Background: an optimization exercise with open tools, aiming at small area and a short achievable clock period. Do not read the settings as production practice. Function was checked by simulation only, so behaviour that the tests miss may differ from the original.

**flow/config.mk**
```make
export PLATFORM = sky130hd
export DESIGN_NAME = neuron
export DESIGN_NICKNAME = neuron
export VERILOG_FILES = /design/flow/design.v
export SDC_FILE = /design/flow/constraint.sdc
export NUM_CORES = 4
export LEC_CHECK = 0
export CAP_MARGIN = 20
export CORE_MARGIN = 2
export CORE_UTILIZATION = 40
export SETUP_SLACK_MARGIN = 4.5
export SLEW_MARGIN = 20
export SYNTH_HIERARCHICAL = 1
export TNS_END_PERCENT = 5
```
**flow/constraint.sdc**
```tcl
create_clock -name core_clock -period 9.5 [get_ports {clk}]
set_input_delay 1.9000 -clock core_clock [delete_from_list [all_inputs] [get_ports {clk}]]
set_output_delay 1.9000 -clock core_clock [all_outputs]
set_load 0.01 [all_outputs]
```
**flow/run.sh**
```bash
#!/bin/bash
# synth_recipe.tcl (not shown) runs the flow's synth.tcl, then flattens the netlist and writes it again
# the make line also repeats each setting of config.mk as NAME=value (left out here)
make -C /OpenROAD-flow-scripts/flow DESIGN_CONFIG=/design/flow/config.mk WORK_HOME=/design/flow/orfs CLKGATE_MAP_FILE= SYNTH_SCRIPT=/design/flow/synth_recipe.tcl finish
```
**flow/design.v**
```verilog
`timescale 1ns/1ns
module datapath(
    input clk , rst , ldX , ldT , upd ,
    input signed [6:0] x1in , x2in ,
    input signed [1:0] tin ,
    output [1:0] tout ,
    output eq
);
    reg signed [6:0] x1 , x2 ;
    reg t1 ;
    reg [11:0] w1h , w2h ;
    reg [7:0] bhp ;
    wire ng = tin[1] ;
    wire [11:0] w1n , w2n ;
    wire [7:0] bhn = bhp + {{6{ng}}, ~tin[1], 1'b1} ;
    wire [6:0] x1n = ldX ? x1in : x1 ;
    wire [6:0] x2n = ldX ? x2in : x2 ;
    wire t1n = ldT ? tin[1] : t1 ;
    wire [6:0] sa = ldX ? x1in & ~x2in : x1 & ~x2 ;
    wire [6:0] sb = ldX ? ~x1in & x2in : ~x1 & x2 ;
    wire [6:0] sc = ldX ? x1in & x2in : x1 & x2 ;
    always @(posedge clk, posedge rst) begin
        if (rst) begin
            x1 <= 0 ; x2 <= 0 ; t1 <= 0 ;
            w1h <= 0 ; w2h <= 0 ; bhp <= 8'd16 ;
        end else begin
            x1 <= x1n ; x2 <= x2n ;
            t1 <= t1n ;
            if (upd) begin w1h <= w1n ; w2h <= w2n ; bhp <= bhn ; end
        end
    end
    wire n1 = x1in[0] ^ tin[1];
    wire n2 = x1in[1] ^ tin[1];
    wire n3 = x1in[2] ^ tin[1];
    wire n4 = x1in[3] ^ tin[1];
    wire n5 = x1in[4] ^ tin[1];
    wire n6 = x1in[5] ^ tin[1];
    wire n7 = x1in[6] ^ tin[1];
    wire n8, n9;
    fa u_n8 (.a(w1h[0]), .b(n1), .c(ng), .s(n8), .co(n9));
    wire n10, n11;
    fa u_n10 (.a(w1h[1]), .b(n2), .c(n1), .s(n10), .co(n11));
    wire n12, n13;
    fa u_n12 (.a(w1h[2]), .b(n3), .c(n2), .s(n12), .co(n13));
    wire n14, n15;
    fa u_n14 (.a(w1h[3]), .b(n4), .c(n3), .s(n14), .co(n15));
    wire n16, n17;
    fa u_n16 (.a(w1h[4]), .b(n5), .c(n4), .s(n16), .co(n17));
    wire n18, n19;
    fa u_n18 (.a(w1h[5]), .b(n6), .c(n5), .s(n18), .co(n19));
    wire n20, n21;
    fa u_n20 (.a(w1h[6]), .b(n7), .c(n6), .s(n20), .co(n21));
    wire n22 = n10 & n9;
    wire n23 = n12 & n11;
    wire n24 = n14 & n13;
    wire n25 = n16 & n15;
    wire n26 = n18 & n17;
    wire n27 = n20 & n19;
    wire n28 = w1h[7] & n21;
    wire n29 = w1h[8] & n7;
    wire n30 = w1h[9] & n7;
    wire n31 = w1h[10] & n7;
    wire n32 = w1h[11] & n7;
    wire n33 = n10 ^ n9;
    wire n34 = n12 ^ n11;
    wire n35 = n14 ^ n13;
    wire n36 = n16 ^ n15;
    wire n37 = n18 ^ n17;
    wire n38 = n20 ^ n19;
    wire n39 = w1h[7] ^ n21;
    wire n40 = w1h[8] ^ n7;
    wire n41 = w1h[9] ^ n7;
    wire n42 = w1h[10] ^ n7;
    wire n43 = w1h[11] ^ n7;
    wire n44;
    ao21 u_n44 (.g(n22), .p(n33), .c(ng), .y(n44));
    wire n45;
    ao21 u_n45 (.g(n23), .p(n34), .c(n44), .y(n45));
    wire n46 = n34 & n33;
    wire n47;
    ao21 u_n47 (.g(n25), .p(n36), .c(n24), .y(n47));
    wire n48 = n36 & n35;
    wire n49;
    ao21 u_n49 (.g(n27), .p(n38), .c(n26), .y(n49));
    wire n50 = n38 & n37;
    wire n51;
    ao21 u_n51 (.g(n29), .p(n40), .c(n28), .y(n51));
    wire n52 = n40 & n39;
    wire n53;
    ao21 u_n53 (.g(n31), .p(n42), .c(n30), .y(n53));
    wire n54 = n42 & n41;
    wire n55;
    ao21 u_n55 (.g(n24), .p(n35), .c(n45), .y(n55));
    wire n56 = n35 & n46;
    wire n57;
    ao21 u_n57 (.g(n47), .p(n48), .c(n45), .y(n57));
    wire n58 = n48 & n46;
    wire n59;
    ao21 u_n59 (.g(n28), .p(n39), .c(n49), .y(n59));
    wire n60 = n39 & n50;
    wire n61;
    ao21 u_n61 (.g(n51), .p(n52), .c(n49), .y(n61));
    wire n62 = n52 & n50;
    wire n63;
    ao21 u_n63 (.g(n32), .p(n43), .c(n53), .y(n63));
    wire n64 = n43 & n54;
    wire n65;
    ao21 u_n65 (.g(n26), .p(n37), .c(n57), .y(n65));
    wire n66 = n37 & n58;
    wire n67;
    ao21 u_n67 (.g(n49), .p(n50), .c(n57), .y(n67));
    wire n68 = n50 & n58;
    wire n69;
    ao21 u_n69 (.g(n59), .p(n60), .c(n57), .y(n69));
    wire n70 = n60 & n58;
    wire n71;
    ao21 u_n71 (.g(n61), .p(n62), .c(n57), .y(n71));
    wire n72 = n62 & n58;
    wire n73;
    ao21 u_n73 (.g(n30), .p(n41), .c(n71), .y(n73));
    wire n74 = n41 & n72;
    wire n75;
    ao21 u_n75 (.g(n53), .p(n54), .c(n71), .y(n75));
    wire n76 = n54 & n72;
    wire n77;
    ao21 u_n77 (.g(n63), .p(n64), .c(n71), .y(n77));
    wire n78 = n64 & n72;
    wire n79 = n33 ^ ng;
    wire n80 = n34 ^ n44;
    wire n81 = n35 ^ n45;
    wire n82 = n36 ^ n55;
    wire n83 = n37 ^ n57;
    wire n84 = n38 ^ n65;
    wire n85 = n39 ^ n67;
    wire n86 = n40 ^ n69;
    wire n87 = n41 ^ n71;
    wire n88 = n42 ^ n73;
    wire n89 = n43 ^ n75;
    wire n90 = x2in[0] ^ tin[1];
    wire n91 = x2in[1] ^ tin[1];
    wire n92 = x2in[2] ^ tin[1];
    wire n93 = x2in[3] ^ tin[1];
    wire n94 = x2in[4] ^ tin[1];
    wire n95 = x2in[5] ^ tin[1];
    wire n96 = x2in[6] ^ tin[1];
    wire n97, n98;
    fa u_n97 (.a(w2h[0]), .b(n90), .c(ng), .s(n97), .co(n98));
    wire n99, n100;
    fa u_n99 (.a(w2h[1]), .b(n91), .c(n90), .s(n99), .co(n100));
    wire n101, n102;
    fa u_n101 (.a(w2h[2]), .b(n92), .c(n91), .s(n101), .co(n102));
    wire n103, n104;
    fa u_n103 (.a(w2h[3]), .b(n93), .c(n92), .s(n103), .co(n104));
    wire n105, n106;
    fa u_n105 (.a(w2h[4]), .b(n94), .c(n93), .s(n105), .co(n106));
    wire n107, n108;
    fa u_n107 (.a(w2h[5]), .b(n95), .c(n94), .s(n107), .co(n108));
    wire n109, n110;
    fa u_n109 (.a(w2h[6]), .b(n96), .c(n95), .s(n109), .co(n110));
    wire n111 = n99 & n98;
    wire n112 = n101 & n100;
    wire n113 = n103 & n102;
    wire n114 = n105 & n104;
    wire n115 = n107 & n106;
    wire n116 = n109 & n108;
    wire n117 = w2h[7] & n110;
    wire n118 = w2h[8] & n96;
    wire n119 = w2h[9] & n96;
    wire n120 = w2h[10] & n96;
    wire n121 = w2h[11] & n96;
    wire n122 = n99 ^ n98;
    wire n123 = n101 ^ n100;
    wire n124 = n103 ^ n102;
    wire n125 = n105 ^ n104;
    wire n126 = n107 ^ n106;
    wire n127 = n109 ^ n108;
    wire n128 = w2h[7] ^ n110;
    wire n129 = w2h[8] ^ n96;
    wire n130 = w2h[9] ^ n96;
    wire n131 = w2h[10] ^ n96;
    wire n132 = w2h[11] ^ n96;
    wire n133;
    ao21 u_n133 (.g(n111), .p(n122), .c(ng), .y(n133));
    wire n134;
    ao21 u_n134 (.g(n112), .p(n123), .c(n133), .y(n134));
    wire n135 = n123 & n122;
    wire n136;
    ao21 u_n136 (.g(n114), .p(n125), .c(n113), .y(n136));
    wire n137 = n125 & n124;
    wire n138;
    ao21 u_n138 (.g(n116), .p(n127), .c(n115), .y(n138));
    wire n139 = n127 & n126;
    wire n140;
    ao21 u_n140 (.g(n118), .p(n129), .c(n117), .y(n140));
    wire n141 = n129 & n128;
    wire n142;
    ao21 u_n142 (.g(n120), .p(n131), .c(n119), .y(n142));
    wire n143 = n131 & n130;
    wire n144;
    ao21 u_n144 (.g(n113), .p(n124), .c(n134), .y(n144));
    wire n145 = n124 & n135;
    wire n146;
    ao21 u_n146 (.g(n136), .p(n137), .c(n134), .y(n146));
    wire n147 = n137 & n135;
    wire n148;
    ao21 u_n148 (.g(n117), .p(n128), .c(n138), .y(n148));
    wire n149 = n128 & n139;
    wire n150;
    ao21 u_n150 (.g(n140), .p(n141), .c(n138), .y(n150));
    wire n151 = n141 & n139;
    wire n152;
    ao21 u_n152 (.g(n121), .p(n132), .c(n142), .y(n152));
    wire n153 = n132 & n143;
    wire n154;
    ao21 u_n154 (.g(n115), .p(n126), .c(n146), .y(n154));
    wire n155 = n126 & n147;
    wire n156;
    ao21 u_n156 (.g(n138), .p(n139), .c(n146), .y(n156));
    wire n157 = n139 & n147;
    wire n158;
    ao21 u_n158 (.g(n148), .p(n149), .c(n146), .y(n158));
    wire n159 = n149 & n147;
    wire n160;
    ao21 u_n160 (.g(n150), .p(n151), .c(n146), .y(n160));
    wire n161 = n151 & n147;
    wire n162;
    ao21 u_n162 (.g(n119), .p(n130), .c(n160), .y(n162));
    wire n163 = n130 & n161;
    wire n164;
    ao21 u_n164 (.g(n142), .p(n143), .c(n160), .y(n164));
    wire n165 = n143 & n161;
    wire n166;
    ao21 u_n166 (.g(n152), .p(n153), .c(n160), .y(n166));
    wire n167 = n153 & n161;
    wire n168 = n122 ^ ng;
    wire n169 = n123 ^ n133;
    wire n170 = n124 ^ n134;
    wire n171 = n125 ^ n144;
    wire n172 = n126 ^ n146;
    wire n173 = n127 ^ n154;
    wire n174 = n128 ^ n156;
    wire n175 = n129 ^ n158;
    wire n176 = n130 ^ n160;
    wire n177 = n131 ^ n162;
    wire n178 = n132 ^ n164;
    wire n179 = w1h[0] & w2h[0];
    wire n180 = w1h[1] & w2h[1];
    wire n181 = w1h[2] & w2h[2];
    wire n182 = w1h[3] & w2h[3];
    wire n183 = w1h[4] & w2h[4];
    wire n184 = w1h[5] & w2h[5];
    wire n185 = w1h[6] & w2h[6];
    wire n186 = w1h[7] & w2h[7];
    wire n187 = w1h[8] & w2h[8];
    wire n188 = w1h[9] & w2h[9];
    wire n189 = w1h[10] & w2h[10];
    wire n190 = w1h[11] & w2h[11];
    wire n191 = w1h[11] & w2h[11];
    wire n192 = w1h[0] ^ w2h[0];
    wire n193 = w1h[1] ^ w2h[1];
    wire n194 = w1h[2] ^ w2h[2];
    wire n195 = w1h[3] ^ w2h[3];
    wire n196 = w1h[4] ^ w2h[4];
    wire n197 = w1h[5] ^ w2h[5];
    wire n198 = w1h[6] ^ w2h[6];
    wire n199 = w1h[7] ^ w2h[7];
    wire n200 = w1h[8] ^ w2h[8];
    wire n201 = w1h[9] ^ w2h[9];
    wire n202 = w1h[10] ^ w2h[10];
    wire n203 = w1h[11] ^ w2h[11];
    wire n204 = w1h[11] ^ w2h[11];
    wire n205;
    ao21 u_n205 (.g(n180), .p(n193), .c(n179), .y(n205));
    wire n206 = n193 & n192;
    wire n207;
    ao21 u_n207 (.g(n182), .p(n195), .c(n181), .y(n207));
    wire n208 = n195 & n194;
    wire n209;
    ao21 u_n209 (.g(n184), .p(n197), .c(n183), .y(n209));
    wire n210 = n197 & n196;
    wire n211;
    ao21 u_n211 (.g(n186), .p(n199), .c(n185), .y(n211));
    wire n212 = n199 & n198;
    wire n213;
    ao21 u_n213 (.g(n188), .p(n201), .c(n187), .y(n213));
    wire n214 = n201 & n200;
    wire n215;
    ao21 u_n215 (.g(n190), .p(n203), .c(n189), .y(n215));
    wire n216 = n203 & n202;
    wire n217;
    ao21 u_n217 (.g(n181), .p(n194), .c(n205), .y(n217));
    wire n218 = n194 & n206;
    wire n219;
    ao21 u_n219 (.g(n207), .p(n208), .c(n205), .y(n219));
    wire n220 = n208 & n206;
    wire n221;
    ao21 u_n221 (.g(n185), .p(n198), .c(n209), .y(n221));
    wire n222 = n198 & n210;
    wire n223;
    ao21 u_n223 (.g(n211), .p(n212), .c(n209), .y(n223));
    wire n224 = n212 & n210;
    wire n225;
    ao21 u_n225 (.g(n189), .p(n202), .c(n213), .y(n225));
    wire n226 = n202 & n214;
    wire n227;
    ao21 u_n227 (.g(n215), .p(n216), .c(n213), .y(n227));
    wire n228 = n216 & n214;
    wire n229;
    ao21 u_n229 (.g(n183), .p(n196), .c(n219), .y(n229));
    wire n230 = n196 & n220;
    wire n231;
    ao21 u_n231 (.g(n209), .p(n210), .c(n219), .y(n231));
    wire n232 = n210 & n220;
    wire n233;
    ao21 u_n233 (.g(n221), .p(n222), .c(n219), .y(n233));
    wire n234 = n222 & n220;
    wire n235;
    ao21 u_n235 (.g(n223), .p(n224), .c(n219), .y(n235));
    wire n236 = n224 & n220;
    wire n237;
    ao21 u_n237 (.g(n191), .p(n204), .c(n227), .y(n237));
    wire n238 = n204 & n228;
    wire n239;
    ao21 u_n239 (.g(n187), .p(n200), .c(n235), .y(n239));
    wire n240 = n200 & n236;
    wire n241;
    ao21 u_n241 (.g(n213), .p(n214), .c(n235), .y(n241));
    wire n242 = n214 & n236;
    wire n243;
    ao21 u_n243 (.g(n225), .p(n226), .c(n235), .y(n243));
    wire n244 = n226 & n236;
    wire n245;
    ao21 u_n245 (.g(n227), .p(n228), .c(n235), .y(n245));
    wire n246 = n228 & n236;
    wire n247;
    ao21 u_n247 (.g(n237), .p(n238), .c(n235), .y(n247));
    wire n248 = n238 & n236;
    wire n249 = n193 ^ n179;
    wire n250 = n194 ^ n205;
    wire n251 = n195 ^ n217;
    wire n252 = n196 ^ n219;
    wire n253 = n197 ^ n229;
    wire n254 = n198 ^ n231;
    wire n255 = n199 ^ n233;
    wire n256 = n200 ^ n235;
    wire n257 = n201 ^ n239;
    wire n258 = n202 ^ n241;
    wire n259 = n203 ^ n243;
    wire n260 = n204 ^ n245;
    wire n261 = sa[0] & w1h[2] | sb[0] & w2h[2] | sc[0] & n250;
    wire n262 = sa[0] & w1h[3] | sb[0] & w2h[3] | sc[0] & n251;
    wire n263 = sa[0] & w1h[4] | sb[0] & w2h[4] | sc[0] & n252;
    wire n264 = sa[0] & w1h[5] | sb[0] & w2h[5] | sc[0] & n253;
    wire n265 = sa[0] & w1h[6] | sb[0] & w2h[6] | sc[0] & n254;
    wire n266 = sa[0] & w1h[7] | sb[0] & w2h[7] | sc[0] & n255;
    wire n267 = sa[0] & w1h[8] | sb[0] & w2h[8] | sc[0] & n256;
    wire n268 = sa[0] & w1h[9] | sb[0] & w2h[9] | sc[0] & n257;
    wire n269 = sa[0] & w1h[10] | sb[0] & w2h[10] | sc[0] & n258;
    wire n270 = sa[0] & w1h[11] | sb[0] & w2h[11] | sc[0] & n259;
    wire n271 = sa[0] & w1h[11] | sb[0] & w2h[11] | sc[0] & n260;
    wire n272 = ~n271;
    wire n273 = sa[1] & w1h[1] | sb[1] & w2h[1] | sc[1] & n249;
    wire n274 = sa[1] & w1h[2] | sb[1] & w2h[2] | sc[1] & n250;
    wire n275 = sa[1] & w1h[3] | sb[1] & w2h[3] | sc[1] & n251;
    wire n276 = sa[1] & w1h[4] | sb[1] & w2h[4] | sc[1] & n252;
    wire n277 = sa[1] & w1h[5] | sb[1] & w2h[5] | sc[1] & n253;
    wire n278 = sa[1] & w1h[6] | sb[1] & w2h[6] | sc[1] & n254;
    wire n279 = sa[1] & w1h[7] | sb[1] & w2h[7] | sc[1] & n255;
    wire n280 = sa[1] & w1h[8] | sb[1] & w2h[8] | sc[1] & n256;
    wire n281 = sa[1] & w1h[9] | sb[1] & w2h[9] | sc[1] & n257;
    wire n282 = sa[1] & w1h[10] | sb[1] & w2h[10] | sc[1] & n258;
    wire n283 = sa[1] & w1h[11] | sb[1] & w2h[11] | sc[1] & n259;
    wire n284 = sa[1] & w1h[11] | sb[1] & w2h[11] | sc[1] & n260;
    wire n285 = ~n284;
    wire n286 = sa[2] & w1h[0] | sb[2] & w2h[0] | sc[2] & n192;
    wire n287 = sa[2] & w1h[1] | sb[2] & w2h[1] | sc[2] & n249;
    wire n288 = sa[2] & w1h[2] | sb[2] & w2h[2] | sc[2] & n250;
    wire n289 = sa[2] & w1h[3] | sb[2] & w2h[3] | sc[2] & n251;
    wire n290 = sa[2] & w1h[4] | sb[2] & w2h[4] | sc[2] & n252;
    wire n291 = sa[2] & w1h[5] | sb[2] & w2h[5] | sc[2] & n253;
    wire n292 = sa[2] & w1h[6] | sb[2] & w2h[6] | sc[2] & n254;
    wire n293 = sa[2] & w1h[7] | sb[2] & w2h[7] | sc[2] & n255;
    wire n294 = sa[2] & w1h[8] | sb[2] & w2h[8] | sc[2] & n256;
    wire n295 = sa[2] & w1h[9] | sb[2] & w2h[9] | sc[2] & n257;
    wire n296 = sa[2] & w1h[10] | sb[2] & w2h[10] | sc[2] & n258;
    wire n297 = sa[2] & w1h[11] | sb[2] & w2h[11] | sc[2] & n259;
    wire n298 = sa[2] & w1h[11] | sb[2] & w2h[11] | sc[2] & n260;
    wire n299 = ~n298;
    wire n300 = sa[3] & w1h[0] | sb[3] & w2h[0] | sc[3] & n192;
    wire n301 = sa[3] & w1h[1] | sb[3] & w2h[1] | sc[3] & n249;
    wire n302 = sa[3] & w1h[2] | sb[3] & w2h[2] | sc[3] & n250;
    wire n303 = sa[3] & w1h[3] | sb[3] & w2h[3] | sc[3] & n251;
    wire n304 = sa[3] & w1h[4] | sb[3] & w2h[4] | sc[3] & n252;
    wire n305 = sa[3] & w1h[5] | sb[3] & w2h[5] | sc[3] & n253;
    wire n306 = sa[3] & w1h[6] | sb[3] & w2h[6] | sc[3] & n254;
    wire n307 = sa[3] & w1h[7] | sb[3] & w2h[7] | sc[3] & n255;
    wire n308 = sa[3] & w1h[8] | sb[3] & w2h[8] | sc[3] & n256;
    wire n309 = sa[3] & w1h[9] | sb[3] & w2h[9] | sc[3] & n257;
    wire n310 = sa[3] & w1h[10] | sb[3] & w2h[10] | sc[3] & n258;
    wire n311 = sa[3] & w1h[11] | sb[3] & w2h[11] | sc[3] & n259;
    wire n312 = sa[3] & w1h[11] | sb[3] & w2h[11] | sc[3] & n260;
    wire n313 = ~n312;
    wire n314 = sa[4] & w1h[0] | sb[4] & w2h[0] | sc[4] & n192;
    wire n315 = sa[4] & w1h[1] | sb[4] & w2h[1] | sc[4] & n249;
    wire n316 = sa[4] & w1h[2] | sb[4] & w2h[2] | sc[4] & n250;
    wire n317 = sa[4] & w1h[3] | sb[4] & w2h[3] | sc[4] & n251;
    wire n318 = sa[4] & w1h[4] | sb[4] & w2h[4] | sc[4] & n252;
    wire n319 = sa[4] & w1h[5] | sb[4] & w2h[5] | sc[4] & n253;
    wire n320 = sa[4] & w1h[6] | sb[4] & w2h[6] | sc[4] & n254;
    wire n321 = sa[4] & w1h[7] | sb[4] & w2h[7] | sc[4] & n255;
    wire n322 = sa[4] & w1h[8] | sb[4] & w2h[8] | sc[4] & n256;
    wire n323 = sa[4] & w1h[9] | sb[4] & w2h[9] | sc[4] & n257;
    wire n324 = sa[4] & w1h[10] | sb[4] & w2h[10] | sc[4] & n258;
    wire n325 = sa[4] & w1h[11] | sb[4] & w2h[11] | sc[4] & n259;
    wire n326 = sa[5] & w1h[0] | sb[5] & w2h[0] | sc[5] & n192;
    wire n327 = sa[5] & w1h[1] | sb[5] & w2h[1] | sc[5] & n249;
    wire n328 = sa[5] & w1h[2] | sb[5] & w2h[2] | sc[5] & n250;
    wire n329 = sa[5] & w1h[3] | sb[5] & w2h[3] | sc[5] & n251;
    wire n330 = sa[5] & w1h[4] | sb[5] & w2h[4] | sc[5] & n252;
    wire n331 = sa[5] & w1h[5] | sb[5] & w2h[5] | sc[5] & n253;
    wire n332 = sa[5] & w1h[6] | sb[5] & w2h[6] | sc[5] & n254;
    wire n333 = sa[5] & w1h[7] | sb[5] & w2h[7] | sc[5] & n255;
    wire n334 = sa[5] & w1h[8] | sb[5] & w2h[8] | sc[5] & n256;
    wire n335 = sa[5] & w1h[9] | sb[5] & w2h[9] | sc[5] & n257;
    wire n336 = sa[5] & w1h[10] | sb[5] & w2h[10] | sc[5] & n258;
    wire n337 = sa[6] & w1h[0] | sb[6] & w2h[0] | sc[6] & n192;
    wire n338 = ~n337;
    wire n339 = sa[6] & w1h[1] | sb[6] & w2h[1] | sc[6] & n249;
    wire n340 = ~n339;
    wire n341 = sa[6] & w1h[2] | sb[6] & w2h[2] | sc[6] & n250;
    wire n342 = ~n341;
    wire n343 = sa[6] & w1h[3] | sb[6] & w2h[3] | sc[6] & n251;
    wire n344 = ~n343;
    wire n345 = sa[6] & w1h[4] | sb[6] & w2h[4] | sc[6] & n252;
    wire n346 = ~n345;
    wire n347 = sa[6] & w1h[5] | sb[6] & w2h[5] | sc[6] & n253;
    wire n348 = ~n347;
    wire n349 = sa[6] & w1h[6] | sb[6] & w2h[6] | sc[6] & n254;
    wire n350 = ~n349;
    wire n351 = sa[6] & w1h[7] | sb[6] & w2h[7] | sc[6] & n255;
    wire n352 = ~n351;
    wire n353 = sa[6] & w1h[8] | sb[6] & w2h[8] | sc[6] & n256;
    wire n354 = ~n353;
    wire n355 = sa[6] & w1h[9] | sb[6] & w2h[9] | sc[6] & n257;
    wire n356 = ~n355;
    wire n357 = x1n[0] & w1h[0];
    wire n358 = x2n[0] & w2h[0];
    wire n359 = x1n[1] & w1h[0];
    wire n360 = x1n[0] & w1h[1];
    wire n361 = x2n[1] & w2h[0];
    wire n362 = x2n[0] & w2h[1];
    wire n363 = n359 & n360;
    wire n364 = n361 & n362;
    wire n365 = n359 & n361;
    wire n366 = ~n365;
    wire n367 = n360 & n362;
    wire n368 = ~n367;
    wire n369 = n360 ^ n362;
    wire n370 = n357 & n358 & n369;
    wire n371 = ~n370;
    wire n372 = 1'b1;
    wire n373 = 1'b1;
    wire n374 = 1'b1;
    wire n375, n376;
    fa u_n375 (.a(n372), .b(n261), .c(n273), .s(n375), .co(n376));
    wire n377, n378;
    fa u_n377 (.a(n286), .b(n363), .c(n364), .s(n377), .co(n378));
    wire n379, n380;
    fa u_n379 (.a(n374), .b(n264), .c(n276), .s(n379), .co(n380));
    wire n381, n382;
    fa u_n381 (.a(n265), .b(n277), .c(n290), .s(n381), .co(n382));
    wire n383, n384;
    fa u_n383 (.a(n266), .b(n278), .c(n291), .s(n383), .co(n384));
    wire n385, n386;
    fa u_n385 (.a(bhp[0]), .b(n267), .c(n279), .s(n385), .co(n386));
    wire n387, n388;
    fa u_n387 (.a(n292), .b(n305), .c(n318), .s(n387), .co(n388));
    wire n389, n390;
    fa u_n389 (.a(bhp[1]), .b(n268), .c(n280), .s(n389), .co(n390));
    wire n391, n392;
    fa u_n391 (.a(n293), .b(n306), .c(n319), .s(n391), .co(n392));
    wire n393, n394;
    fa u_n393 (.a(bhp[2]), .b(n269), .c(n281), .s(n393), .co(n394));
    wire n395, n396;
    fa u_n395 (.a(n294), .b(n307), .c(n320), .s(n395), .co(n396));
    wire n397, n398;
    fa u_n397 (.a(bhp[3]), .b(n270), .c(n282), .s(n397), .co(n398));
    wire n399, n400;
    fa u_n399 (.a(n295), .b(n308), .c(n321), .s(n399), .co(n400));
    wire n401, n402;
    fa u_n401 (.a(bhp[4]), .b(n272), .c(n283), .s(n401), .co(n402));
    wire n403, n404;
    fa u_n403 (.a(n296), .b(n309), .c(n322), .s(n403), .co(n404));
    wire n405, n406;
    fa u_n405 (.a(bhp[5]), .b(n285), .c(n297), .s(n405), .co(n406));
    wire n407, n408;
    fa u_n407 (.a(n310), .b(n323), .c(n334), .s(n407), .co(n408));
    wire n409, n410;
    fa u_n409 (.a(bhp[6]), .b(n299), .c(n311), .s(n409), .co(n410));
    wire n411, n411_nc;
    fa u_n411 (.a(bhp[7]), .b(t1n), .c(n313), .s(n411), .co(n411_nc));
    wire n412, n413;
    fa u_n412 (.a(n366), .b(n368), .c(n371), .s(n412), .co(n413));
    wire n414, n415;
    fa u_n414 (.a(n262), .b(n274), .c(n287), .s(n414), .co(n415));
    wire n416, n417;
    fa u_n416 (.a(n300), .b(n376), .c(n378), .s(n416), .co(n417));
    wire n418, n419;
    fa u_n418 (.a(n373), .b(n263), .c(n275), .s(n418), .co(n419));
    wire n420, n421;
    fa u_n420 (.a(n288), .b(n301), .c(n314), .s(n420), .co(n421));
    wire n422, n423;
    fa u_n422 (.a(n289), .b(n302), .c(n315), .s(n422), .co(n423));
    wire n424, n425;
    ha u_n424 (.a(n326), .b(n379), .s(n424), .co(n425));
    wire n426, n427;
    fa u_n426 (.a(n303), .b(n316), .c(n327), .s(n426), .co(n427));
    wire n428, n429;
    fa u_n428 (.a(n338), .b(n380), .c(n381), .s(n428), .co(n429));
    wire n430, n431;
    fa u_n430 (.a(n304), .b(n317), .c(n328), .s(n430), .co(n431));
    wire n432, n433;
    fa u_n432 (.a(n340), .b(n382), .c(n383), .s(n432), .co(n433));
    wire n434, n435;
    fa u_n434 (.a(n329), .b(n342), .c(n384), .s(n434), .co(n435));
    wire n436, n437;
    ha u_n436 (.a(n385), .b(n387), .s(n436), .co(n437));
    wire n438, n439;
    fa u_n438 (.a(n330), .b(n344), .c(n386), .s(n438), .co(n439));
    wire n440, n441;
    fa u_n440 (.a(n388), .b(n389), .c(n391), .s(n440), .co(n441));
    wire n442, n443;
    fa u_n442 (.a(n331), .b(n346), .c(n390), .s(n442), .co(n443));
    wire n444, n445;
    fa u_n444 (.a(n392), .b(n393), .c(n395), .s(n444), .co(n445));
    wire n446, n447;
    fa u_n446 (.a(n332), .b(n348), .c(n394), .s(n446), .co(n447));
    wire n448, n449;
    fa u_n448 (.a(n396), .b(n397), .c(n399), .s(n448), .co(n449));
    wire n450, n451;
    fa u_n450 (.a(n333), .b(n350), .c(n398), .s(n450), .co(n451));
    wire n452, n453;
    fa u_n452 (.a(n400), .b(n401), .c(n403), .s(n452), .co(n453));
    wire n454, n455;
    fa u_n454 (.a(n352), .b(n402), .c(n404), .s(n454), .co(n455));
    wire n456, n457;
    ha u_n456 (.a(n405), .b(n407), .s(n456), .co(n457));
    wire n458, n459;
    fa u_n458 (.a(n324), .b(n335), .c(n354), .s(n458), .co(n459));
    wire n460, n461;
    fa u_n460 (.a(n406), .b(n408), .c(n409), .s(n460), .co(n461));
    wire n462, n462_nc;
    fa u_n462 (.a(n325), .b(n336), .c(n356), .s(n462), .co(n462_nc));
    wire n463 = n410 ^ n411;
    wire n464, n465;
    fa u_n464 (.a(n415), .b(n418), .c(n420), .s(n464), .co(n465));
    wire n466, n467;
    fa u_n466 (.a(n419), .b(n421), .c(n422), .s(n466), .co(n467));
    wire n468, n469;
    fa u_n468 (.a(n423), .b(n426), .c(n425), .s(n468), .co(n469));
    wire n470, n471;
    fa u_n470 (.a(n427), .b(n430), .c(n429), .s(n470), .co(n471));
    wire n472, n473;
    fa u_n472 (.a(n431), .b(n436), .c(n434), .s(n472), .co(n473));
    wire n474, n475;
    fa u_n474 (.a(n437), .b(n435), .c(n438), .s(n474), .co(n475));
    wire n476, n477;
    fa u_n476 (.a(n439), .b(n442), .c(n441), .s(n476), .co(n477));
    wire n478, n479;
    fa u_n478 (.a(n443), .b(n446), .c(n445), .s(n478), .co(n479));
    wire n480, n481;
    fa u_n480 (.a(n447), .b(n450), .c(n449), .s(n480), .co(n481));
    wire n482, n483;
    fa u_n482 (.a(n456), .b(n451), .c(n454), .s(n482), .co(n483));
    wire n484, n485;
    fa u_n484 (.a(n458), .b(n457), .c(n455), .s(n484), .co(n485));
    wire n486, n486_nc;
    fa u_n486 (.a(n459), .b(n462), .c(n463), .s(n486), .co(n486_nc));
    wire n487, n488;
    fa u_n487 (.a(n412), .b(n375), .c(n377), .s(n487), .co(n488));
    wire n489, n490;
    fa u_n489 (.a(n413), .b(n414), .c(n416), .s(n489), .co(n490));
    wire n491, n492;
    ha u_n491 (.a(n417), .b(n464), .s(n491), .co(n492));
    wire n493, n494;
    fa u_n493 (.a(n424), .b(n465), .c(n466), .s(n493), .co(n494));
    wire n495, n496;
    fa u_n495 (.a(n467), .b(n428), .c(n468), .s(n495), .co(n496));
    wire n497, n498;
    fa u_n497 (.a(n432), .b(n469), .c(n470), .s(n497), .co(n498));
    wire n499, n500;
    fa u_n499 (.a(n433), .b(n471), .c(n472), .s(n499), .co(n500));
    wire n501, n502;
    fa u_n501 (.a(n440), .b(n473), .c(n474), .s(n501), .co(n502));
    wire n503, n504;
    fa u_n503 (.a(n444), .b(n475), .c(n476), .s(n503), .co(n504));
    wire n505, n506;
    fa u_n505 (.a(n448), .b(n477), .c(n478), .s(n505), .co(n506));
    wire n507, n508;
    fa u_n507 (.a(n452), .b(n479), .c(n480), .s(n507), .co(n508));
    wire n509, n510;
    fa u_n509 (.a(n453), .b(n481), .c(n482), .s(n509), .co(n510));
    wire n511, n512;
    fa u_n511 (.a(n460), .b(n483), .c(n484), .s(n511), .co(n512));
    wire n513, n513_nc;
    fa u_n513 (.a(n461), .b(n485), .c(n486), .s(n513), .co(n513_nc));
    wire n514 = n488 & n489;
    wire n515 = n488 ^ n489;
    wire n516 = n490 & n491;
    wire n517 = n490 ^ n491;
    wire n518;
    ao21 u_n518 (.g(n516), .p(n517), .c(n514), .y(n518));
    wire n519 = n517 & n515;
    wire n520 = n519 & n487;
    assign w1n = {n89, n88, n87, n86, n85, n84, n83, n82, n81, n80, n79, n8} ;
    assign w2n = {n178, n177, n176, n175, n174, n173, n172, n171, n170, n169, n168, n97} ;
    reg [22:0] cs ;
    always @(posedge clk, posedge rst) begin
        if (rst) cs <= 23'b10110101010101010101010 ;
        else cs <= {n513, n512, n518, n511, n510, n509, n508, n507, n506, n505, n504, n503, n502, n501, n500, n499, n498, n497, n496, n495, n494, n493, n492} ;
    end
    wire n521 = cs[0] & cs[1];
    wire n522 = cs[0] ^ cs[1];
    wire n523 = cs[2] & cs[3];
    wire n524 = cs[2] ^ cs[3];
    wire n525 = cs[4] & cs[5];
    wire n526 = cs[4] ^ cs[5];
    wire n527 = cs[6] & cs[7];
    wire n528 = cs[6] ^ cs[7];
    wire n529 = cs[8] & cs[9];
    wire n530 = cs[8] ^ cs[9];
    wire n531 = cs[10] & cs[11];
    wire n532 = cs[10] ^ cs[11];
    wire n533 = cs[12] & cs[13];
    wire n534 = cs[12] ^ cs[13];
    wire n535 = cs[14] & cs[15];
    wire n536 = cs[14] ^ cs[15];
    wire n537 = cs[16] & cs[17];
    wire n538 = cs[16] ^ cs[17];
    wire n539 = cs[18] & cs[19];
    wire n540 = cs[18] ^ cs[19];
    wire n541;
    ao21 u_n541 (.g(n521), .p(n522), .c(cs[20]), .y(n541));
    wire n542;
    ao21 u_n542 (.g(n527), .p(n528), .c(n525), .y(n542));
    wire n543 = n528 & n526;
    wire n544;
    ao21 u_n544 (.g(n542), .p(n543), .c(n523), .y(n544));
    wire n545 = n543 & n524;
    wire n546;
    ao21 u_n546 (.g(n544), .p(n545), .c(n541), .y(n546));
    wire n547;
    ao21 u_n547 (.g(n533), .p(n534), .c(n531), .y(n547));
    wire n548 = n534 & n532;
    wire n549;
    ao21 u_n549 (.g(n547), .p(n548), .c(n529), .y(n549));
    wire n550 = n548 & n530;
    wire n551;
    ao21 u_n551 (.g(n539), .p(n540), .c(n537), .y(n551));
    wire n552 = n540 & n538;
    wire n553;
    ao21 u_n553 (.g(n551), .p(n552), .c(n535), .y(n553));
    wire n554 = n552 & n536;
    wire n555;
    ao21 u_n555 (.g(n553), .p(n554), .c(n549), .y(n555));
    wire n556 = n554 & n550;
    wire n557;
    ao21 u_n557 (.g(n555), .p(n556), .c(n546), .y(n557));
    wire n558, n558_nc;
    ha u_n558 (.a(cs[21]), .b(cs[22]), .s(n558), .co(n558_nc));
    wire n559 = n558 ^ n557;
    wire ne = n559 ;
    assign eq = ~ne ;
    assign tout = { ne ^ t1 , 1'b1 } ;
endmodule
module ao21(input g, p, c, output y);
    assign y = g | p & c ;
endmodule
module ha(input a, b, output s, co);
    assign s = a ^ b ;
    assign co = a & b ;
endmodule
module fa(input a, b, c, output s, co);
    assign s = a ^ b ^ c ;
    assign co = a & b | a & c | b & c ;
endmodule
`timescale 1ns/1ns
module controller(
    input clk , rst , eq , start , EOF , EOI ,
    output ldX , ldT , upd , updating ,
    output reg learned
);
    reg [2:0] ps, ns;
    localparam [2:0] idle = 0, starting = 1, toLearn = 2, getX = 3, update = 4, test = 5;
    always @(*) begin
        case (ps)
            idle     : ns = start ? starting : idle;
            starting : ns = learned ? test : toLearn;
            toLearn  : ns = getX;
            getX     : ns = EOF ? starting : (eq ? getX : update);
            update   : ns = getX;
            test     : ns = EOI ? idle : test;
            default  : ns = idle;
        endcase
    end
    assign ldX = (ps == getX) | (ps == test);
    assign ldT = (ps == getX);
    assign upd = (ps == getX) & ~EOF & ~eq;
    assign updating = (ps == getX) & ~eq;
    always @(posedge clk, posedge rst) begin
        if (rst) learned <= 1'b0;
        else if (ns == toLearn) learned <= 1'b1;
        else if (ns == update) learned <= 1'b0;
    end
    always @(posedge clk, posedge rst) begin
        if (rst) ps <= idle;
        else ps <= ns;
    end
endmodule
`timescale 1ns/1ns
module neuron(
    input clk , rst , start , EOI , EOF ,
    input signed [6:0] x1 , x2 ,
    input signed [1:0] tin ,
    output learned , updating ,
    output signed [1:0] tout
);
    wire ldX, ldT, upd, eq;
    datapath dp(
        .clk(clk), .rst(rst), .ldX(ldX), .ldT(ldT), .upd(upd),
        .x1in(x1), .x2in(x2), .tin(tin), .tout(tout), .eq(eq)
    );
    controller ct(
        .clk(clk), .rst(rst), .eq(eq), .start(start), .EOF(EOF), .EOI(EOI),
        .ldX(ldX), .ldT(ldT), .upd(upd), .updating(updating), .learned(learned)
    );
endmodule
```
==> results.py, run 1 <==
metrics = {
    "global_routing": {
        "first_global_vias": 6074,
        "antenna_found_initial": 0,
        "grt_remaining_overflow": 0,
        "grt_pass1_wl_mm": 32.13,
        "grt_util_all_layers_pct": 19.74,
        "grt_busiest_layer": "met2",
        "met1_usage_pct": 28.21,
        "grtUsageMet3_pct": 2.815,
        "grt_max_degree": 71,
        "use_met2_pct": 30.93,
    },
    "critical_path": {
        "cp_data_arrival_time_ps": 5260,
        "critPathKind": "in -> reg",
        "reg2reg_to": "dp.cs[11]",
        "endpoint_kind": "flip-flop",
        "path_max_fanout": 12,
        "reg2reg_from": "dp.w2h[1]",
        "reg2reg_depth": 11,
        "r2r_setup_slack_ps": 4920,
        "critPathLaunchType": "input pin",
        "critPathRequiredTime_ps": 9790,
    },
    "sta": {
        "worst_slack_ps": 4531,
        "drv_slew": 0,
        "rsz0062_at_grt": "true",
        "min_period_ps": 4969,
        "finalSetupViolations": 0,
        "fin_crit_sh_pct": 52.31,
        "slew_headroom_pct": 27.21,
        "finalHoldViolCount": 0,
        "worst_clock_skew_ps": 10.73,
        "tightest_slew_ps": 1085,
        "tns_ps": 0,
        "fmax_mhz": 201.2,
        "holdWs_ps": 547.9,
    },
    "hold_path": {
        "hold_class": "reg -> reg",
        "whs_endpoint": "dp.x1[5]",
        "hold_path.startpoint": "dp.x1[5]",
        "hold_depth": 2,
    },
    "die": {
        "die_x_um": 144.2,
        "die_h_um": 144.2,
        "core_um2": 19400,
        "dieArea_um2": 20800,
        "io_pins": 25,
        "rows": 51,
        "start_util_pct": 40.54,
    },
    "drt": {
        "ant_nets": 0,
        "wl_per_cell_um": 18.32,
        "dr.pass1.iters": 7,
        "wl_mm": 19.05,
        "dr.first_iter.drc_count": 488,
        "vias_per_cell": 5.805,
        "vias": 6037,
        "drt_drc_violations_left": 0,
    },
    "placement": {
        "pre_cts_ws_ps": 3803,
        "io_buffers": 22,
        "gp_congestion": 0.8615,
        "place.detailed.hpwl_mm": 14.10,
    },
    "cts": {
        "cts.htree.levels": 3,
        "cts_tree": "yes",
        "clkTransAtPathRegs_ps": 60,
        "cts_buffers": 9,
        "insertion_delay_ps": 360,
        "cts.sink_count": 74,
        "cts_root_buffer": "clkbuf_16",
        "clock_path_buffers": 2,
    },
    "logic_synthesis": {
        "synth-seq-cells": 74,
        "async_flop_share_pct": 100.0,
        "synth_top_area_cell": "fa_1",
        "yosys.cell_count.top_type": "fa_1",
        "yosysWarnings": 8,
        "postSynthAreaPerCell_um2": 10.16,
        "ys_seq_area_share_pct": 23.75,
        "synth_top_area_share_pct": 20.88,
        "synth_area_um2": 7864,
        "synth_edf_count": 0,
        "ys_top_cells_by_area": "fa_1 21%, dfrtp_1 19%, ha_1 8.8%, a22oi_1 6.4%, a21o_1 6.3%",
        "synth_common_cells": "82 x fa_1, 72 x o21ai_0, 67 x a22oi_1, 66 x a21o_1, 61 x dfrtp_1",
        "syn_inst": 774,
        "synth.distinct_cells": 61,
        "synthFlopType": "dfrtp_1",
    },
    "finish": {
        "layout-drive-gt1-share_pct": 9.419,
        "syn2layout_area_growth_pct": 10.12,
        "final_nets": 928,
        "ff_latch_area_um2": 1868,
        "fill_cells": 1847,
        "antenna-diode-count": 0,
        "multi_input_area_um2": 5733,
    },
    "status": {
        "status": "complete, no violations",
    },
    "run": {
        "cap_violations": 0,
    },
}
worst max path at each step:
| stage | start | to | slack (ps) | cells past startpoint |
|---|---|---|---|---|
| after global placement | x2[2] | dp.cs[15] | 3800 | 7 |
| after detailed placement | x1[3] | dp.cs[13] | 3800 | 7 |
| final | x1[4] | dp.cs[15] | 4530 | 9 |
| after global routing | x2[6] | dp.w2h[11] | 4400 | 11 |
| after CTS | dp.cs[7] | tout[1] | 4500 | 8 |
| after floorplan | tin[1] | dp.w1h[11] | 4700 | 13 |
cells in the final DEF (no fill, tap or decap), types with 3 or more instances in the layout:
master | netlist | layout
fa_1 | 82 | 82
o21ai_0 | 72 | 72
a22oi_1 | 67 | 67
a21o_1 | 66 | 66
dfrtp_1 | 61 | 61
ha_1 | 55 | 55
xnor2_1 | 38 | 38
nor2_1 | 36 | 36
inv_1 | 31 | 30
a21oi_1 | 23 | 23
nand2_1 | 24 | 23
and2_1 | 24 | 23
xor2_1 | 20 | 20
clkdlybuf4s50_1 | 0 | 19
dfstp_2 | 13 | 13
and3_1 | 10 | 10
a222oi_1 | 10 | 10
clkbuf_16 | 0 | 9
buf_4 | 5 | 9
o21ai_1 | 8 | 8
nand2b_1 | 8 | 8
nand3b_1 | 6 | 6
mux2_2 | 6 | 6
nor2b_1 | 4 | 4
a31oi_1 | 7 | 4
o22ai_4 | 1 | 4
o31ai_2 | 3 | 4
conb_1 | 1 | 4
o22ai_1 | 3 | 3
a21boi_0 | 3 | 3
nand3_1 | 3 | 3
clkinv_4 | 0 | 3
through the flow:
| stage | utilization, % | area, µm² | instances |
|---|---|---|---|
| 6_report | 44.64 | 8660 | 1040 |
| 5_1_grt | 44.64 | 8660 | 1040 |
| 4_1_cts | 44.32 | 8598 | 1038 |
| 3_5_place_dp | 42.54 | 8252 | 1022 |
| 3_3_place_gp | 42.51 | 8245 | 1022 |
| 2_1_floorplan | - | 7875 | 777 |
area by class of cell:
class / count / area share (%)
Clock buffer: 9 / 2.601
Clock inverter: 7 / 0.8958
Inverter: 31 / 1.344
Multi-Input combinational cell: 622 / 66.20
Sequential cell: 74 / 21.57
Tap cell: 265 / 3.829
Timing Repair Buffer: 32 / 3.554
cell families after synthesis:
family	Yosys count	synth area share, %
adders and majority gates	137	29.63
DFF	74	23.75
other	1	0.04769
xor gates and xnor gates	58	6.460
AOI/OAI and AO/OA	290	25.92
buffers and inverters	82	4.741
muxes	8	1.146
and+or+nand+nor	124	8.306
modules after synthesis (local to each module, per instance), a selection:
module / area (µm²) / flops+latches / times used / cells inside
ao21: 7.507 / 0 / 63 / 1
fa: 20.02 / 0 / 81 / 1
datapath: 5444 / 70 / 1 / 594
controller: 262.8 / 4 / 1 / 31
ha: 12.51 / 0 / 5 / 1
flip-flops by register name, indices dropped and copies added (netlist names):
register    cells
dp.x1           7
dp.x2           7
ct.ps           3
dp.t1           1
dp.w2h         12
ct.learned      1
dp.w1h         12
dp.bhp          8
dp.cs          23
what timing repair did:
item                                    CTS  global route
resized for setup                         6             6
setup buffers                             0             1
hold buffers                              0             0
endpoints found under the setup margin   18            21
pin swaps                                 0             2
gates cloned                              0             1
metal layers:
layer  up-vias  wire, µm
li1       2782         -
met1      2999      8856
met2       229      8634
met3        27      1150
met4         0       410
met5         -         0
worst max-delay path, cell delays in order:
cell             delay [ps]
clkdlybuf4s50_1         570
nand2_1                 140
o22ai_4                 450
a22oi_1                 160
o21ai_0                 170
fa_1                    510
fa_1                    400
fa_1                    470
fa_1                    490
==> run 2: changes to the inputs <==
==> flow/flow/run.sh (new file) <==
#!/bin/bash
# The standard layout (the standard.sh: standard synthesis, ORFS floorplan to finish),
# with one change: the buffers ORFS puts on the input and output ports are buf_4 cells
# instead of the delay-buffer cell that buffer_ports picks by default.
set -euo pipefail
export BUFFER_PORTS_ARGS="-buffer_cell sky130_fd_sc_hd__buf_4"
bash standard.sh finish > standard_flow.log 2>&1
==> flow/standard.sh (new file) <==
#!/bin/bash
# synth_recipe.tcl (not shown) runs the flow's synth.tcl, then flattens the netlist and writes it again
# the make line also repeats each setting of config.mk as NAME=value (left out here)
make -C /OpenROAD-flow-scripts/flow DESIGN_CONFIG=/design/flow/config.mk WORK_HOME=/design/flow/orfs CLKGATE_MAP_FILE= SYNTH_SCRIPT=/design/flow/synth_recipe.tcl "${@:-finish}"
removed: flow/run.sh
==> run 2 against run 1 <==
Still clean. Global-route usage fell by 0.37 points. First-iteration DRC count shrank 5.3%. Routed wire length down 1.9%. Via count shrank 1.9%. Register-to-register slack about the same. Maximum frequency up 6.2%. Setup slack better by 290 ps. Area after synthesis unchanged. Critical endpoint is now dp.w2h[11].
==> results.py, run 2 <==
metrics = {
    "status": {
        "status": "complete, no violations",
    },
    "critical_path": {
        "critical_path_buf_inv_count": 1,
        "crit_path_max_incr_delay_ps": 490,
        "cp_data_arrival_time_ps": 4910,
        "crit_chain": "buf_4 -> xor2_1 -> fa_1 -> ha_1 -> a21o_1 -> a21o_1 -> a21o_1 -> a21o_1 -> a21o_1 -> xor2_1 -> nand2_1 -> xnor2_1",
        "path_delay_family": "compound AO/OA/AOI/OAI gates",
        "slowest_stage": "fa_1",
        "critPathKind": "in -> reg",
        "critPathRequiredTime_ps": 9740,
        "endpoint_kind": "flip-flop",
        "path_max_fanout": 29,
        "r2r_setup_slack_ps": 4910,
        "crit_path_frequent_cell": "a21o_1",
        "critPathLaunchType": "input pin",
    },
    "logic_synthesis": {
        "ys_top_cells_by_area": "fa_1 21%, dfrtp_1 19%, ha_1 8.8%, a22oi_1 6.4%, a21o_1 6.3%",
        "synth_area_um2": 7864,
        "synth_top_area_cell": "fa_1",
        "synthFlopType": "dfrtp_1",
        "synth_common_cells": "82 x fa_1, 72 x o21ai_0, 67 x a22oi_1, 66 x a21o_1, 61 x dfrtp_1",
        "postSynthAreaPerCell_um2": 10.16,
        "async_flop_share_pct": 100.0,
        "syn_inst": 774,
        "synth_edf_count": 0,
        "ys_seq_area_share_pct": 23.75,
        "yosysWarnings": 8,
        "yosys.cell_count.top_type": "fa_1",
        "synth.distinct_cells": 61,
        "synth_top_area_share_pct": 20.88,
        "synth-seq-cells": 74,
    },
    "cts": {
        "cts_root_buffer": "clkbuf_16",
        "cts.htree.levels": 3,
        "cts_setup_buffers": 0,
        "cts_buffers": 9,
        "clkTransAtPathRegs_ps": 70,
        "insertion_delay_ps": 360,
        "clock_path_buffers": 2,
        "ctsResizeCount": 0,
        "cts.sink_count": 74,
        "cts_tree": "yes",
        "cts_hold_buf": 0,
    },
    "global_routing": {
        "grt_util_all_layers_pct": 19.37,
        "grt_max_degree": 71,
        "first_global_vias": 5874,
        "antenna_found_initial": 0,
        "grt_pass1_wl_mm": 31.31,
        "grt_remaining_overflow": 0,
    },
    "drt": {
        "dr.pass1.iters": 6,
        "wl_per_cell_um": 18.00,
        "vias": 5925,
        "ant_nets": 0,
        "drt_drc_violations_left": 0,
        "dr.first_iter.drc_count": 462,
        "vias_per_cell": 5.708,
        "wl_mm": 18.68,
    },
    "finish": {
        "final_common_cell": "fa_1",
        "final_cell_mix": "82 x fa_1, 72 x o21ai_0, 67 x a22oi_1",
        "fill_cells": 1874,
        "final_nets": 926,
        "layout-drive-gt1-share_pct": 11.51,
        "post-route-cell-area_um2": 8499,
        "syn2layout_area_growth_pct": 8.083,
        "reg_top3": "dp.cs x23, dp.w1h x12, dp.w2h x12",
        "final_util_pct": 43.81,
        "regMostFlops": "dp.cs",
        "final_cells": 1038,
        "largest_reg_flops": 23,
        "antenna-diode-count": 0,
    },
    "placement": {
        "pre_cts_ws_ps": 4244,
        "place_area_um2": 8195,
        "place.detailed.hpwl_mm": 13.98,
        "numPlacedInstances": 1022,
        "io_buffers": 22,
        "gp_congestion": 0.8505,
    },
    "die": {
        "dieArea_um2": 20800,
        "start_util_pct": 40.54,
        "core_um2": 19400,
        "rows": 51,
        "io_pins": 25,
        "die_x_um": 144.2,
        "die_h_um": 144.2,
    },
    "sta": {
        "fin_crit_sh_pct": 49.26,
        "slew_headroom_pct": 28.78,
        "finalHoldViolCount": 0,
        "rsz0062_at_grt": "false",
        "min_period_ps": 4680,
        "tightest_slew_ps": 1062,
        "fmax_mhz": 213.7,
        "tns_ps": 0,
        "finalSetupViolations": 0,
        "worst_clock_skew_ps": 12.36,
        "worst_slack_ps": 4821,
        "drv_slew": 0,
    },
    "run": {
        "cap_violations": 0,
    },
    "hold_path": {
        "hold_class": "reg -> reg",
    },
}
[run 2: changes by cell type in the layout (fill, tap and decap cells not counted), moves of 2 or more]
cell             change
o22ai_4              -3
inv_6                +3
dlymetal6s2s_1       -2
inv_8                +2
clkinv_4             -2
a31oi_4              -2
o22ai_2              +2
clkdlybuf4s50_1     -19
buf_4               +22
[run 2: final cells by class]
type                    instances  area, µm²  area share, %
multi-input cells             621       5659          66.58
clock buffers                   9      225.2          2.650
well taps                     265      331.6          3.901
repair buffers                 31      232.7          2.738
clock inverters                 7      66.31         0.7802
inverters                      31      116.4          1.369
flip-flops and latches         74       1868          21.98
[run 2: kinds of logic after synthesis]
logic type	count (synthesis)	share of synthesized area, %
adder cells (fa/ha/maj)	137	29.63
other	1	0.04769
XOR/XNOR	58	6.460
multiplexers	8	1.146
flip-flops	74	23.75
AND/OR/NAND/NOR	124	8.306
buffers and inverters	82	4.741
AO/OA/AOI/OAI	290	25.92
[run 2: final timing paths]
kind,start,endpoint,cells after the start
max,tin[1],dp.w2h[11],12
min,dp.x1[5],dp.x1[5],2
max reg2reg,dp.w2h[1],dp.cs[11],11
min reg2reg,dp.x1[5],dp.x1[5],2
max in group asynchronous,rst,dp.w2h[0],3
min in group asynchronous,rst,ct.ps[2],2
[run 2: per-module statistics from Yosys, one instance, submodules excluded, a selection]
module      copies in the design  cell area [µm²]  cells  flops+latches
datapath                       1             5444    594             70
controller                     1            262.8     31              4
fa                            81            20.02      1              0
ha                             5            12.51      1              0
ao21                          63            7.507      1              0
[run 2: layer usage]
metal / vias up / track usage (%) / share of wire (%)
met3: 31 / 2.914 / 6.0
met2: 219 / 29.22 / 45
met1: 2900 / 28.06 / 47
met5: - / 0 / 0
met4: 0 / 7.716 / 2.7
li1: 2775 / - / -
[run 2: tightest hold or removal path: cells and delay by family (launching register included)]
kind | cells | cell delay (ps)
DFF | 1 | 350
and+or+nand+nor | 2 | 160
[run 2: stage by stage]
stage | hold WS [ps]
3_5_place_dp | 537.1
3_3_place_gp | 534.6
6_report | 550.8
4_1_cts | 554.4
2_1_floorplan | 494.8
5_1_grt | 582.8

==> what the ideal ports hide <==
No port has a modelled driver above. Below, the same layouts with a new extraction and two added sets of constraints.
Step 1 sets driving cells, clkbuf_16 on the clock port and buf_2 on the other inputs (assumed; they add their load-dependent delay and slew).
Step 2 moves the port delays by t, midway between the first and last clock arrival at a register: inputs arrive t later, outputs are due t later. That takes back most of the time a late clock gives input paths.
Three values: ideal, step 1, step 2; two values: the first two.
run | shift t [ns] | setup slack, ns | hold WS [ns] | worst setup path at the end | worst slew at a driven data input, ns
run 1 | 0.393 | 4.531 / 4.523 / 4.156 | 0.548 / 0.548 / 0.548 | input to register | 0.03
run 2 | 0.390 | 4.821 / 4.838 / 4.449 | 0.551 / 0.551 / 0.551 | input to register | 0.04
After both steps setup and hold are still met in every run listed. The setup slack of run 1, which loses most, moves by -0.008 ns with the drivers and by -0.375 ns with both steps.
